Context: an optimization exercise on an open-source flow, tuned for small area. The choices shown serve that exercise and are no tape-out recipe.
The RTL was checked by simulation tests, not by an equivalence proof against the original design.
Power and IR drop assume default switching activity.

## design/flow/constraint.sdc

```tcl
create_clock -name core_clock -period 10.0 [get_ports {clk}]
set_input_delay 2.0000 -clock core_clock [delete_from_list [all_inputs] [get_ports {clk}]]
set_output_delay 2.0000 -clock core_clock [all_outputs]
set_load 0.01 [all_outputs]
```

## design/flow/run.sh

```bash
#!/bin/bash
# synth_recipe.tcl (not shown) runs the flow's synth.tcl, then flattens the netlist and writes it again
# the make line also repeats each setting of config.mk as NAME=value (left out here)
make -C /OpenROAD-flow-scripts/flow DESIGN_CONFIG=/design/flow/config.mk WORK_HOME=/design/flow/orfs CLKGATE_MAP_FILE= SYNTH_SCRIPT=/design/flow/synth_recipe.tcl finish
```

## design/flow/config.mk

```make
export PLATFORM = sky130hd
export DESIGN_NAME = mtm_Alu
export DESIGN_NICKNAME = mtm_Alu
export VERILOG_FILES = /design/flow/design.v
export SDC_FILE = /design/flow/constraint.sdc
export NUM_CORES = 4
export LEC_CHECK = 0
export CAP_MARGIN = 20
export CORE_MARGIN = 2
export CORE_UTILIZATION = 40
export CTS_BUF_LIST = sky130_fd_sc_hd__clkbuf_4
export CTS_CLUSTER_DIAMETER = 200
export CTS_CLUSTER_SIZE = 60
export SLEW_MARGIN = 20
```

## design/flow/design.v

```verilog
module mtm_Alu (
    input  clk,
    input  rst_n,
    input  sin,
    output sout
);
  reg [5:0] ph;
  always @(posedge clk) ph <= ph + 6'd1;
  reg  [63:0] ring;
  reg         tx_act;
  reg  [2:0]  tfc;
  wire        txgo;
  reg       rx_act;    
  reg [3:0] os;        
  reg [3:0] bc;        
  reg [3:0] fc;        
  reg       cmd;       
  reg [3:0] c4;        
  reg [2:0] op;
  reg [2:0] err;       
  wire      dead = |err;
  wire smp  = rx_act & (os == 4'd7);
  wire pay  = ~bc[3];
  wire fb4  = c4[3] ^ sin;
  wire [3:0] c4n = {c4[2:0], 1'b0} ^ {2'b00, fb4, fb4};
  reg pend, run, cy;
  reg fN, fZ, fC, fV;
  reg resp;            
  wire a   = ring[15];
  wire b   = ring[47];
  wire i0  = (ph == 6'd48);
  wire i31 = (ph == 6'd15);
  wire cin = i0 ? op[0] : cy;
  wire bb  = b ^ op[0];
  wire s   = a ^ bb ^ cin;
  wire co  = (a & bb) | (a & cin) | (bb & cin);
  wire r   = op[2] ? s : (op[0] ? (a | b) : (a & b));
  wire [5:0]  u   = {fc[2:0], bc[2:0]} + ph + 6'd1;
  wire        dwr = rx_act & ~dead & ~cmd & pay & (u[3:0] == 4'd0);
  wire [3:0]  we;
  assign we[0] = dwr & (u[5:4] == 2'd0);
  assign we[1] = dwr & (u[5:4] == 2'd1);
  assign we[2] = dwr & (u[5:4] == 2'd2);
  assign we[3] = (dwr & (u[5:4] == 2'd3)) | run;
  wire din = run ? r : sin;
  genvar g;
  generate
    for (g = 0; g < 64; g = g + 1) begin : rg
      if (g % 16 == 0) begin : ins
        always @(posedge clk) ring[g] <= we[g / 16] ? din : ring[(g + 63) % 64];
      end else begin : sh
        always @(posedge clk) ring[g] <= ring[g - 1];
      end
    end
  endgenerate
  always @(posedge clk) begin
    if (!rst_n) begin
      rx_act <= 1'b0;
      fc     <= 4'd0;
      c4     <= 4'd0;
      err    <= 3'd0;
      pend   <= 1'b0;
      run    <= 1'b0;
      resp   <= 1'b0;
    end else begin
      if (!rx_act) begin
        if (!sin && !dead) begin
          rx_act <= 1'b1;
          os     <= 4'd1;
          bc     <= 4'd14;
        end
      end else begin
        os <= os + 4'd1;
        if (os == 4'd15) begin
          bc <= bc + 4'd1;
          if (bc == 4'd7) begin
            rx_act <= 1'b0;
            if (!cmd) fc <= fc + 4'd1;
          end
        end
      end
      if (smp && !dead) begin
        if (bc == 4'd15) begin
          cmd <= sin;
          if (sin ? (fc != 4'd8) : (fc == 4'd8)) err <= 3'b001;
        end
        if (pay) c4 <= c4n;
        if (cmd && bc == 4'd0 && !sin) err <= 3'b001;
        if (cmd && (bc == 4'd1 || bc == 4'd2 || bc == 4'd3)) op <= {op[1:0], sin};
        if (cmd && bc == 4'd3) pend <= 1'b1;
        if (cmd && bc == 4'd7) begin
          fc <= 4'd0;
          if (c4n != 4'd0) err <= {1'b1, op[1], 1'b0};
          else if (op[1]) err <= 3'b010;
          else resp <= 1'b1;
        end
      end
      if (pend && ph == 6'd47) begin
        pend <= 1'b0;
        run  <= 1'b1;
      end
      if (run && i31) run <= 1'b0;
      if (txgo && !dead) resp <= 1'b0;
    end
  end
  always @(posedge clk) begin
    if (run) begin
      cy <= co;
      fZ <= (i0 | fZ) & ~r;
      if (i31) begin
        fN <= r;
        fC <= op[2] & (co ^ op[0]);
        fV <= op[2] & ~b & (a ^ s) & ~(a ^ op[0]);
      end
    end
  end
  reg [3:0] tbc;       
  reg       so;
  reg       stg;       
  reg [2:0] c3;        
  wire bnd  = (ph[3:0] == 4'd15);
  assign txgo = bnd & ~tx_act & ((resp & ~pend & ~run) | (dead & (tfc != 3'd4)));
  wire [4:0] k    = {tfc[1:0], 3'b000} + {1'b0, tbc[3:0]} - 5'd1;
  wire [5:0] w    = {1'b0, k} + ph + 6'd1;
  wire       fwin = tx_act & ~tfc[2] & (tbc >= 4'd1) & (tbc <= 4'd8);
  wire       fet  = fwin & (w[3:0] == 4'd0);
  wire       tap  = (w[5:4] == 2'd0) ? ring[31] :
                    (w[5:4] == 2'd1) ? ring[47] :
                    (w[5:4] == 2'd2) ? ring[63] : ring[15];
  always @(posedge clk) if (fet) stg <= tap;
  wire [3:0] nb = tbc + 4'd1;
  wire [2:0] pp = nb[2:0] - 3'd2;      
  reg        pv;                       
  always @(*) begin
    if (!tfc[2]) pv = fet ? tap : stg;
    else if (dead)
      case (pp)
        3'd0, 3'd7: pv = 1'b1;
        3'd1, 3'd4: pv = err[2];
        3'd2, 3'd5: pv = err[1];
        default:    pv = err[0];
      endcase
    else
      case (pp)
        3'd0:    pv = 1'b1;
        3'd1:    pv = fN;
        3'd2:    pv = fZ;
        3'd3:    pv = fC;
        3'd4:    pv = fV;
        default: pv = c3[2];
      endcase
  end
  wire npay = (nb >= 4'd2) & (nb <= 4'd9);
  wire fb3  = c3[2] ^ pv;
  always @(posedge clk) begin
    if (!rst_n) begin
      tx_act <= 1'b0;
      tfc    <= 3'd0;
      so     <= 1'b1;
      c3     <= 3'd0;
    end else if (bnd) begin
      if (!tx_act) begin
        if (txgo) begin
          tx_act <= 1'b1;
          tbc    <= 4'd0;
          tfc    <= dead ? 3'd4 : 3'd0;
          so     <= 1'b0;
        end
      end else if (tbc == 4'd10) begin
        if (tfc == 3'd4) begin
          tx_act <= 1'b0;
          if (!dead) tfc <= 3'd0;
        end else begin
          tfc <= tfc + 3'd1;
          tbc <= 4'd0;
          so  <= 1'b0;
        end
      end else begin
        tbc <= nb;
        if (nb == 4'd1) so <= tfc[2];
        else if (nb == 4'd10) so <= 1'b1;
        else begin
          so <= pv;
          c3 <= {c3[1:0], 1'b0} ^ {1'b0, fb3, fb3};
        end
      end
    end
  end
  assign sout = so;
endmodule
```

==> summary.txt, run 1 <==
outcome finished clean; Yosys warning total 1; DRC Markers 0; site row count 39; max cap viols 0; Core Footprint about 11000 µm²; grt ovf 0; hold path start ring[29]; Worst VDD drop 94.68 µV; vias in the first global route approximately 2800; htree depth 4; Leakage Power roughly 2 nW; Final Util 0.4470; Area contributors post-synth dfxtp_1, edfxtp_1, ha_1; number of diodes 0; Cells after DPL 560; Synth top area share 0.4113; Total Neg Setup Slack 0 ps; Crit path arrival time a little over 4000 ps; clk_skew roughly 22 ps; met3 WL about 290 µm; Worst-Margin Slew 933.8 ps; asr flop ratio synth 0; initial antenna violation count 0; clk root buf clkbuf_4; Layout Nets 474; Total Wirelength 7832 µm; I/O Buffers 3; Reg-to-Reg End c3[1]; CTS max path bufs 2; postcts setup bufs 0; CTS tree built; via count between 2000 and 3000; number of distinct library cells after synthesis 52; gr usage total 0.1432; Post-synth EDFFs 21; register bit total from synthesis about 120; pre-CTS setup slack around 6300 ps; Final ANT Viol Nets 0; crit path time final 3657 ps; RSZ-0062 raised after global routing false; routed len/inst between 10 and 15 µm; I/O Pins 4; Reg2Reg Setup Slack around 6300 ps; area leader, netlist dfxtp_1; dpl hpwl around 5800 µm; Synth Flop Type dfxtp_1; worst skew pair latency around 520 ps; drt pass-1 iters 4; number of cells upsized or downsized after cts 0; met1 WL 3830 µm; Critical R2R Launch tbc[1]; syn_nets 460; Mapped Area ~4600 µm²; Reg clk slew, reported paths 110 ps; type of destination of the critical path flip-flop; Hold Crit Depth 0; final setup margin about 6300 ps; chip height about 110 µm; Hold EP ring[30]; worst-path maximum fanout 8; count leader, synth dfxtp_1; Worst EP required between 10000 and 15000 ps; Pins Over Slew Limit 0; area of the die ~12000 µm²; share of layout cells above drive strength 1 0.1002; Final Hold Viols 0; period utilization 0.3657; final count of negative-setup-slack endpoints 0; max_slew headroom 0.3717; HP Class flip-flop to flip-flop; # hold bufs at CTS 0; Worst Reg-to-Reg Cells 14; Mean Syn Cell Area 10.84 µm²; Cells after Synth 422; most instantiated cells after synthesis dfxtp_1, nor2_1, ha_1; initial drt markers ~160; # fillers ~1100; CTS Sinks approximately 120; register area share after synthesis 0.5491; initial core utilization 0.4059; PD cells approximately 180 nW/µm²; largest net degree at the start of global routing 17; total CTS buffers 17; Max Fclk 273.4 MHz; Placer Congestion around 0.82; Setup crit start kind flip-flop; die width 111.0 µm; mean number of vias per cell around 4.9; DR top layer met4; Area Growth Syn to Fin 10.12%; first-pass GRT wire length around 14000 µm; Crit Path Category flip-flop to flip-flop; met2 wire length roughly 3600 µm; fin cells slightly below 600
flip-flops by register name, summed over array words and instances (netlist names):
| name | count |
|---|---|
| bc | 4 |
| resp | 1 |
| tx_act | 1 |
| cy | 1 |
| rx_act | 1 |
| c3 | 3 |
| os | 4 |
| fc | 4 |
| tbc | 4 |
| fZ | 1 |
| err | 3 |
| pend | 1 |
| so | 1 |
| tfc | 3 |
| ring | 64 |
| stg | 1 |
| op | 3 |
| c4 | 4 |
| ph | 6 |
| run | 1 |
| fV | 1 |
| fN | 1 |
| fC | 1 |
| cmd | 1 |
cells by family after synthesis:
logic type               count (synthesis)  synth area share
flip-flops                             115            0.5491
AO/OA/AOI/OAI                           58           0.08149
AND/OR/NAND/NOR                        137            0.1430
XOR/XNOR                                28           0.05988
adder cells (fa/ha/maj)                 35           0.09899
multiplexers                            17           0.04074
buffers and inverters                   32           0.02680
critical path, cell delays in order, from the launching register on:
cell	delay [ps]
edfxtp_1	520
inv_1	190
ha_1	300
inv_1	120
fa_1	380
xnor2_1	180
ha_1	280
or2_0	220
a2111oi_0	330
o21ai_0	180
a31oi_1	170
a32o_1	200
mux2_4	170
xnor3_1	200
a21oi_1	140
per-stage QoR:
step | total power [mW] | hold WS (ps) | area (µm²)
after detailed placement | 0.5603 | 312.1 | 4752
after global routing | 0.9328 | 328.9 | 5039
after global placement | 0.5587 | 309.8 | 4752
after floorplan | 0.5450 | 309.6 | 4576
final | 0.8870 | 320.2 | 5039
after CTS | 0.9005 | 322.9 | 5039
final cells by class:
type | count | area [µm²] | area share
inverter | 24 | 90.09 | 0.01788
tap | 143 | 178.9 | 0.03551
timing repair buffer | 3 | 30.03 | 0.005960
clock inverter | 14 | 151.4 | 0.03005
sequential | 115 | 2512 | 0.4986
multi-input combinational | 275 | 1941 | 0.3852
clock buffer | 18 | 135.1 | 0.02682
per-layer routing:
layer,vias up,track usage
met3,9,0.04921
met1,1362,0.1908
met2,45,0.2151
met4,0,0.05500
li1,1491,-
met5,-,0
power breakdown:
part           switching, mW  internal [mW]  leakage [nW]
clock                  0.182          0.155         0.162
combinational         0.0343         0.0293         0.901
sequential           0.00785          0.478         0.950
total                  0.224          0.663          2.01
placed cells by master, fill, tap and decap left out, types with 2 or more instances in the layout:
cell / count
bufinv_16: 2
inv_6: 5
o21ai_0: 9
nor3_1: 13
mux2_2: 5
nor4b_1: 2
nand2_1: 29
nor2b_1: 5
fa_1: 2
xor2_1: 12
dfxtp_1: 94
xnor2_1: 14
clkbuf_4: 18
o21a_1: 2
inv_1: 24
a21oi_1: 24
a31oi_1: 3
or3_1: 2
nand4b_1: 3
nor2_1: 52
nor4_1: 2
clkdlybuf4s50_1: 3
nand3_1: 7
clkinv_2: 3
o21ba_2: 2
mux2i_1: 10
clkinv_4: 3
ha_1: 33
edfxtp_1: 21
nor3b_1: 3
nand2b_1: 5
mux2_4: 2
a211oi_1: 3
nand4_1: 6
and2_1: 5
worst max-delay path by stage:
stage               startpoint     end  slack [ps]
finish                  tbc[1]   c3[1]        6340
global route            tbc[1]   c3[1]        6000
CTS                     tbc[1]   c3[1]        6310
detailed placement       rst_n  tbc[1]        6310
global placement         rst_n  tbc[1]        6390
floorplan               tbc[1]   c3[1]        6630
==> run 2: changes to the inputs <==
--- a/design/flow/config.mk
+++ b/design/flow/config.mk
@@ -9,6 +9,3 @@
 export CORE_MARGIN = 2
 export CORE_UTILIZATION = 40
-export CTS_BUF_LIST = sky130_fd_sc_hd__clkbuf_4
-export CTS_CLUSTER_DIAMETER = 200
-export CTS_CLUSTER_SIZE = 60
 export SLEW_MARGIN = 20
==> run 2 against run 1 <==
  * Count of clock-buffer cells in the layout unchanged
  * Clock power increased by 73%
  * Fmax hardly changed
  * Power increased by 28%
  * Non-clock buffer count stayed put
  * Die area did not move
  * Sequential share of layout area fell by 2.7 points
  * Design area up 5.8%
  * Largest cell class unchanged
  * Highest routed layer unchanged
==> summary.txt, run 2 <==
CTS Sinks 115; HP Class flip-flop to flip-flop; initial antenna violation count 0; register area share after synthesis 0.5491; Cells after DPL between 500 and 600; Setup crit start kind flip-flop; hold path start ring[35]; # hold bufs at CTS 0; number of cells upsized or downsized after cts 0; Placer Congestion approximately 0.82; mean number of vias per cell roughly 4.9; Cells after Synth between 400 and 500; htree depth 4; Critical path origin tbc[1]; worst-path maximum fanout 8; fin cells roughly 600; Most flops, register ring; Worst Reg-to-Reg Cells 14; number of distinct library cells after synthesis 52; gr usage total 0.1444; area of the die between 10000 and 15000 µm²; Final Hold Viols 0; type of destination of the critical path flip-flop; asr flop ratio synth 0; worst skew pair latency 410 ps; syn_nets between 400 and 500; Hold Crit Depth 0; max cap viols 0; site row count 39; Worst EP required slightly above 10000 ps; crit path time final around 3700 ps; clk_skew 7.600 ps; Total Neg Setup Slack 0 ps; die width 111.0 µm; count leader, synth dfxtp_1; dpl hpwl 5767 µm; final count of negative-setup-slack endpoints 0; most frequent cells in the layout dfxtp_1, nor2_1, ha_1; vias in the first global route approximately 2800; crit-path cells inv_1 > ha_1 > inv_1 > fa_1 > xnor2_1 > ha_1 > or2_0 > a2111oi_0 > o21ai_0 > a31oi_1 > a32o_1 > mux2_4 > xnor3_1 > a21oi_1; DRC Markers 0; most instantiated cells after synthesis dfxtp_1, nor2_1, ha_1; Core Footprint roughly 11000 µm²; initial core utilization 0.4059; via count 2910; Synth Flop Type dfxtp_1; initial drt markers about 160; Post-synth EDFFs 21; period utilization 0.3661; register bit total from synthesis 115; area leader, netlist dfxtp_1; Area Growth Syn to Fin 16.54%; Leakage Power roughly 2.1 nW; Layout Nets about 470; slowest stage cell, crit path edfxtp_1; Mapped Area 4576 µm²; clk root buf clkbuf_16; drt pass-1 iters 5; cell count along the critical path 14; total CTS buffers 17; family with the most delay on the worst path compound AO/OA/AOI/OAI gates; Mean Syn Cell Area ~11 µm²; RSZ-0062 raised after global routing false; Pins Over Slew Limit 0; biggest regs ring: 64 flops, ph: 6 flops; Final ANT Viol Nets 0; share of layout cells above drive strength 1 0.09800; Area contributors post-synth dfxtp_1, edfxtp_1, ha_1; Crit Path Category flip-flop to flip-flop; Max Fclk between 200 and 300 MHz; grt ovf 0; largest net degree at the start of global routing 17; max_slew headroom 0.3675; chip height 111.0 µm; Crit path arrival time ~4000 ps; outcome finished clean; Largest register FFs 64; I/O Buffers 3; Critical R2R Launch tbc[1]; Worst path max stage delay ~510 ps; CTS tree built; CP bufs+invs 2; PD cells 212.6 nW/µm²; first-pass GRT wire length roughly 14000 µm; most common cell after layout, fill and taps aside dfxtp_1; postcts setup bufs 0; Total Wirelength ~7900 µm; CTS max path bufs 2; Worst VDD drop about 150 µV; number of diodes 0; I/O Pins 4; Yosys warning total 1; Reg clk slew, reported paths about 50 ps; Synth top area share 0.4113; Worst-Margin Slew between 900 and 1000 ps; routed len/inst approximately 13 µm
-- run 2: cell counts after synthesis --
Identical to the previous run, type by type.
-- run 2: area by class of cell --
| class | instances | area, µm² |
|---|---|---|
| multi-input combinational | 275 | 1941 |
| sequential | 115 | 2512 |
| timing repair buffer | 3 | 30.03 |
| inverter | 24 | 90.09 |
| tap | 143 | 178.9 |
| clock inverter | 14 | 151.4 |
| clock buffer | 18 | 429.2 |
| fill | 1024 | 5939 |
-- run 2: cell families after synthesis --
logic type / after synthesis / share of synthesized area
flops: 115 / 0.5491
compound gates: 58 / 0.08149
fa+ha+maj: 35 / 0.09899
simple gates: 137 / 0.1430
buf+inv: 32 / 0.02680
mux: 17 / 0.04074
xor+xnor: 28 / 0.05988
-- run 2: worst paths after layout --
path	to	slack, ps
setup reg to reg	c3[1]	6340
hold / removal	ring[36]	320
setup / recovery	c3[1]	6340
hold reg to reg	ring[36]	320
-- run 2: power breakdown --
| part | switching (mW) | internal (mW) |
|---|---|---|
| registers | 0.00779 | 0.479 |
| clock network | 0.214 | 0.369 |
| logic | 0.0343 | 0.0293 |
| total | 0.256 | 0.878 |
-- run 2: metal layers --
| layer | vias to the layer above | GRT usage | share of wire |
|---|---|---|---|
| li1 | 1489 | - | - |
| met1 | 1373 | 0.1914 | 0.50 |
| met2 | 35 | 0.2176 | 0.46 |
| met3 | 13 | 0.04265 | 0.027 |
| met4 | 0 | 0.06750 | 0.017 |
| met5 | - | 0 | 0 |
-- run 2: stage by stage --
stage / hold slack [ps] / setup WS [ps] / area (µm²) / util / total power [mW]
global route: 321.8 / 6016 / 5333 / 0.4731 / 1.181
global placement: 309.8 / 6389 / 4752 / 0.4216 / 0.5587
CTS: 322.4 / 6324 / 5333 / 0.4731 / 1.147
finish: 321.5 / 6339 / 5333 / 0.4731 / 1.134
floorplan: 309.6 / 6625 / 4576 / - / 0.5450
detailed placement: 312.1 / 6310 / 4752 / 0.4216 / 0.5603

## separate check: timing with driven ports
In the flow no input, the clock included, has a driving cell. The finished layouts below were timed again as built, in two steps. Step 1, drivers: a clkbuf_16 drives clk and a buf_2 each remaining input, both assumed. Step 2 adds t to the input delays and takes it off the output delays; t is the mean of the earliest and latest rising clock arrival at the registers after step 1. Input paths then give back, and output paths get back, about the clock's delay inside the block. a / b / c = no drivers / after step 1 / after step 2; a / b = the first two.
| run | t (ns) | setup slack, ns | worst register clock-pin slew, ns |
|---|---|---|---|
| run 1 | 0.534 | 6.343 / 6.343 / 6.336 | 0.12 / 0.12 |
| run 2 | 0.440 | 6.339 / 6.339 / 6.331 | 0.06 / 0.06 |
After both steps setup and hold are still met in every run listed. The setup slack of run 2, which loses most, moves by 0.000 ns with the drivers and by -0.008 ns with both steps.
